This design comes from an exercise in tuning for small area on the open sky130 flow, not from production work.
Function was checked by simulation only, so behaviour that the tests miss may differ from the original.

==> flow/design.v, too long to show whole: its modules and the start of the top module <==
// module ha: 4 lines
// module fa: 4 lines
// module booth_enc: 9 lines
// module mac_col1: 1113 lines
// module mac_col2: 987 lines
// module mac_col3: 987 lines
// module top: 139 lines
module top(input clk,
           input rst_n,
           input weight_select,
           input [7:0] fmaps_in1,
           input [7:0] fmaps_in2,
           input [7:0] fmaps_in3,
           input [7:0] fmaps_in4,
           input [7:0] fmaps_in5,
           input [7:0] fmaps_in6,
           input [7:0] fmaps_in7,
           input [7:0] weight_in1,
           input [7:0] weight_in2,
           input [7:0] weight_in3,
           input [7:0] weight_in4,
           input [7:0] weight_in5,
           output [1:0] cs,
           output [1:0] we,
           output [4:0] fmaps_addr,
           output [5:0] weight_addr,
           output valid,
           output signed [20:0] acc);
  // ...
==> flow/flow/run.sh <==
#!/bin/bash
# The standard synthesis and layout (the standard.sh), with two changes:
# the input and output ports are buffered with sky130_fd_sc_hd__buf_1
# instead of the placer's default buffer cell, and clock tree synthesis
# uses larger sink clusters and no dummy loads.  Each step's output goes to
# a log file of its own in this folder.
set -euo pipefail
bash standard.sh synth > synth.log 2>&1
export BUFFER_PORTS_ARGS="-buffer_cell sky130_fd_sc_hd__buf_1"
export CTS_ARGS="-sink_clustering_enable -repair_clock_nets -dont_use_dummy_load -sink_clustering_size 30 -sink_clustering_max_diameter 100"
bash standard.sh finish > layout.log 2>&1
==> flow/standard.sh <==
#!/bin/bash
# synth_recipe.tcl (not shown) runs the flow's synth.tcl, then flattens the netlist and writes it again
# the make line also repeats each setting of config.mk as NAME=value (left out here)
make -C /OpenROAD-flow-scripts/flow DESIGN_CONFIG=/design/flow/config.mk WORK_HOME=/design/flow/orfs CLKGATE_MAP_FILE= SYNTH_SCRIPT=/design/flow/synth_recipe.tcl "${@:-finish}"
==> flow/config.mk <==
export PLATFORM = sky130hd
export DESIGN_NAME = top
export DESIGN_NICKNAME = top
export VERILOG_FILES = /design/flow/design.v
export SDC_FILE = /design/flow/constraint.sdc
export NUM_CORES = 4
export LEC_CHECK = 0
export CAP_MARGIN = 20
export CORE_MARGIN = 2
export CORE_UTILIZATION = 65
export SLEW_MARGIN = 20
export SYNTH_HIERARCHICAL = 1
export SYNTH_MINIMUM_KEEP_SIZE = 0
==> flow/constraint.sdc <==
create_clock -name core_clock -period 7.0 [get_ports {clk}]
set_input_delay 1.4000 -clock core_clock [delete_from_list [all_inputs] [get_ports {clk}]]
set_output_delay 1.4000 -clock core_clock [all_outputs]
set_load 0.01 [all_outputs]
==> out/qor.txt, run 1 <==
Run status - no timing/DRC/antenna violations
Final worst-path cycle share - 97.68%
Final Non-Filler Cells - 3717
Global-route wire length before repair - 167600 µm
Share of synthesized area occupied by flip-flops and latches - 22.64%
Global-route met1 utilization - 53.26%
Multi-In Gates - 2285
Hold crit path type - flop to flop
Final number of max-transition violations - 0
Crit path largest cell delay - 0.71 ns
Vias per inst - 6.730
Post-route met1 wirelength - 39650 µm
Placed cell count - 3697
Min Clock Period, post-route - 6.838 ns
TritonCTS clock tree - built
R2R Path Start - w5_4[3]
Initial core utilization - 66.13%
Fraction of layout instances using a drive strength above 1 - 11.10%
Remaining design rule violation count - 0
Sum of negative setup slack - 0 ns
Aggregate global-route resource usage - 42.72%
Register clock-pin slew on the reported worst setup and hold paths - 0.10 ns
Minimum setup slack in the final design - 0.1624 ns
Number of max-cap violations - 0
Worst-path fanout max - 10
Measured slew at the worst slew-check pin - 1.061 ns
Final-layout clock buffer total - 20
Share of the synthesized area in the top cell type - 34.66%
Chip height - 233.2 µm
Area-dominant cell class after layout - multi-input combinational cells
Dominant cell type by area after synthesis - fa_1
Total grt overflow - 0
Average instance area after synthesis - 11.31 µm²
==> inputs of run 2 (changes only) <==
--- a/flow/config.mk
+++ b/flow/config.mk
@@ -10,2 +10,3 @@
 export CORE_UTILIZATION = 65
+export PLACE_DENSITY = 0.7
 export SLEW_MARGIN = 20
==> run 2 against run 1 <==
  * Fmax hardly changed
  * Register-to-register slack hardly changed
  * Non-clock buffer count stayed put
  * Via count is 0.16% lower
  * Final area hardly changed
  * Flip-flop and latch count stayed put
  * Routed wire length is 2.1% higher
  * Highest routed layer unchanged
==> out/qor.txt, run 2 <==
Run status - no timing/DRC/antenna violations (unchanged)
Vias per inst - 6.725 (was 6.730)
Diode insertion count for antenna repair - 0 (unchanged)
Pin count of the biggest net entering global routing - 92 (was 71)
Number of flops mapped to enable cells by yosys - 0 (unchanged)
Share of the synthesized area in the top cell type - 34.66% (unchanged)
Routed wire length - 114800 µm (was 112400 µm)
Sum of negative setup slack - 0 ns (unchanged)
Initial core utilization - 66.13% (unchanged)
Area used by sequential logic in the layout - 7755 µm² (was 7752 µm²)
Iter 0 DRT Violations - 2802 (was 3035)
Average instance area after synthesis - 11.31 µm² (unchanged)
Register clock-pin slew on the reported worst setup and hold paths - 0.10 ns (about the same)
Die Span X - 233.2 µm (unchanged)
Worst hold start - h2[17] (was w5_3[3])
Asr flop ratio synth - 26.24% (unchanged)
Count of standard-cell rows - 83 (unchanged)
Worst-case clock skew - 0.03715 ns (was 0.08405 ns)
Signed area change from the synthesized netlist to the final layout - 6.459% (was 6.503%)
Number of clock sinks - 362 (unchanged)
TritonCTS clock tree - built (unchanged)
Count of cell types in the netlist - 65 (unchanged)
Worst-path fanout max - 15 (was 10)
Worst reg2reg setup slack - 0.17 ns (was 0.16 ns)
Number of fill cells - 3720 (was 3751)
Number of failing hold endpoints at the final stage - 0 (unchanged)
Root Buffer Master - clkbuf_16 (unchanged)
Via count of the first global-routing pass - 27290 (was 27160)
Share of synthesized area occupied by flip-flops and latches - 22.64% (unchanged)
Worst R2R Path Depth - 17 (was 18)
Crit path largest cell delay - 0.74 ns (was 0.71 ns)
Count of nets left with antenna violations after detail routing - 0 (unchanged)
Net count, final - 3816 (was 3819)
# setup viols final - 0 (unchanged)
Worst path cell trace - buf_4 > fa_1 > fa_1 > ha_1 > fa_1 > fa_1 > fa_1 > fa_1 > fa_1 > fa_1 > inv_1 > fa_1 > and2b_1 > buf_4 > o2111ai_1 > a31oi_1 > xor2_1 (was nand2b_1 > o22ai_2 > a22oi_1 > xnor2_1 > fa_1 > fa_1 > fa_1 > fa_1 > fa_1 > fa_1 > fa_1 > inv_1 > fa_1 > and2b_1 > o211ai_2 > a21oi_1 > a221oi_1 > o311ai_1)
Count of hold-fix buffers inserted at cts - 0 (unchanged)
Number of buffers inserted by post-CTS setup repair - 0 (unchanged)
Die Footprint - 54360 µm² (unchanged)
Most instantiated library cell after synthesis - fa_1 (unchanged)
Remaining design rule violation count - 0 (unchanged)
DRT Pass-1 Iters - 6 (was 9)
Count of synthesis-stage warnings from yosys - 7 (unchanged)
Most used flip-flop cell after synthesis - dfxtp_1 (unchanged)
Post-synth design cell area - 34130 µm² (unchanged)
Aggregate global-route resource usage - 43.78% (was 42.72%)
Worst Path Buf+Inv - 3 (was 1)
Routed length per placed instance - 30.90 µm (was 30.24 µm)
Worst hold path endpoint - o[17] (was w5_4[3])
Kind of critical path - flop to flop (unchanged)
Area occupied by multi-input gates - 24990 µm² (was 24980 µm²)
Initial antenna violation count - 4 (was 1)
Critical Path Sink Type - flop (unchanged)
Number of standard cells after synthesis - 3018 (unchanged)
Source-to-sink clock delay at the later pin of the worst-skew pair - 0.57 ns (was 0.60 ns)
Slowest CP cell - dfxtp_2 (was o22ai_2)
Final number of max-transition violations - 0 (unchanged)
Kind of launch point of the worst setup path - flop (unchanged)
Number of buffers inserted during clock tree synthesis - 17 (was 20)
Reg-to-Reg End - s1[13] (was s1[19])
Most frequent cells in the layout - fa_1, xnor2_1, a22oi_1 (unchanged)
Total grt overflow - 0 (unchanged)
RSZ-0062 raised after global routing - no (unchanged)
Cell family with the largest share of critical-path delay - adder cells (unchanged)
Critical Path Most Common Cell - fa_1 (unchanged)
Worst Path Arrival - 7.28 ns (was 7.24 ns)
Global-route wire length before repair - 170900 µm (was 167600 µm)
Yosys reg bits - 362 (unchanged)
H-Tree Level Count - 1 (unchanged)
Number of max-cap violations - 0 (unchanged)
Most common cell after layout, fill and taps aside - fa_1 (unchanged)
Top cells by count, synth - fa_1, xnor2_1, a22oi_1 (unchanged)
R2R Path Start - w2_1[3] (was w5_4[3])
Max Root-Sink Buffers - 3 (unchanged)
Min Clock Period, post-route - 6.833 ns (was 6.838 ns)
DR vias - 24980 (was 25020)
Chip height - 233.2 µm (unchanged)
Area contributors post-synth - fa_1, dfxtp_1, xnor2_1 (unchanged)
Dominant cell type by area after synthesis - fa_1 (unchanged)
Critical path required time - 7.45 ns (was 7.40 ns)
Number of cells on the worst hold path - 0 (unchanged)
Hold slack - 0.3039 ns (was 0.3029 ns)
Hold crit path type - flop to flop (unchanged)
Num ports - 136 (unchanged)
Number of buffer cells added on primary ports - 133 (unchanged)
Floorplan core area - 51610 µm² (unchanged)
Relative slew margins - 25.58% (was 29.18%)
Final worst-path cycle share - 97.61% (was 97.68%)
Placer Congestion - 1.011 (was 0.9971)
Placed wire-length estimate after detailed placement - 84760 µm (was 83240 µm)
Fraction of layout instances using a drive strength above 1 - 11.04% (was 11.10%)
Maximum clock frequency - 146.4 MHz (was 146.3 MHz)
Measured slew at the worst slew-check pin - 1.115 ns (was 1.061 ns)
Post-CTS Resized - 0 (unchanged)
-- run 2: logic make-up after synthesis --
family	after synthesis	synth area share [%]
other	5	0.05499
multiplexers	52	1.694
AND/OR/NAND/NOR	368	5.850
AO/OA/AOI/OAI	616	12.75
flip-flops	362	22.64
buffers and inverters	372	4.633
adder cells (fa/ha/maj)	681	37.96
XOR/XNOR	562	14.42
-- run 2: worst max path at each step --
stage | start | end | slack (ns) | depth (start not counted)
after floorplan | weight_in1[0] | s2[15] | 0.60 | 18
after global placement | weight_in1[0] | s3[15] | -0.19 | 18
after detailed placement | weight_in1[0] | s1[19] | -0.27 | 18
after CTS | w2_1[3] | s1[19] | 0.26 | 18
after global routing | w2_1[3] | s1[19] | 0.03 | 17
final | w2_1[3] | s1[13] | 0.17 | 17
-- run 2: layer usage --
metal	track usage [%]	up-vias	part of all wire [%]
met2	68.31	1858	45
met1	54.42	12510	35
li1	-	10020	-
met4	28.16	2	8.1
met5	0	-	0.011
met3	11.22	594	11
-- run 2: final cells by class --
cell class                 count  share of cell area [%]
clock buffer                  17                   1.171
multi-input combinational   2285                   68.77
sequential                   362                   21.34
tap                          680                   2.341
timing repair buffer         331                   5.971
inverter                      39                  0.4029
-- run 2: metrics by stage --
step,cell area (µm²),worst slack (ns),util (%),std cells
6_report,36340,0.1671,70.40,3714
5_1_grt,36340,0.03379,70.40,3714
4_1_cts,36310,0.2595,70.36,3714
3_5_place_dp,35890,-0.2698,69.54,3697
3_3_place_gp,35890,-0.1931,69.54,3697
2_1_floorplan,34140,0.6017,-,3019
-- run 2: per-module statistics from Yosys, one instance, submodules excluded, a selection --
module,cells inside,flops+latches
mac_col2,556,0
mac_col3,556,0
mac_col1,533,0
booth_enc,18,0
fa,1,0
ha,1,0

## static timing again, ports no longer ideal
The flow's constraints put no driver on any port. The routed layouts listed below were extracted and timed again, unchanged, in two steps.
Step 1 assumes that a clkbuf_16 drives the clock port and a buf_2 every other input.
Step 2 adds t to the input delays and takes it off the output delays; t is the mean of the earliest and latest rising clock arrival at the registers after step 1. Input paths then give back, and output paths get back, about the clock's delay inside the block.
Three values: no drivers, after step 1, after step 2; two values: the first two.
| run | t (ns) | setup WS [ns] | worst slew at a driven data input, ns | cell pins on the clock port's net |
|---|---|---|---|---|
| run 1 | 0.619 | 0.162 / 0.162 / -0.271 | 0.06 | 1 |
| run 2 | 0.619 | 0.167 / 0.167 / -0.213 | 0.05 | 1 |
Met with ideal ports but missed after step 2: setup timing in run 1 and run 2. The setup slack of run 1, which loses most, moves by 0.000 ns with the drivers and by -0.433 ns with both steps.
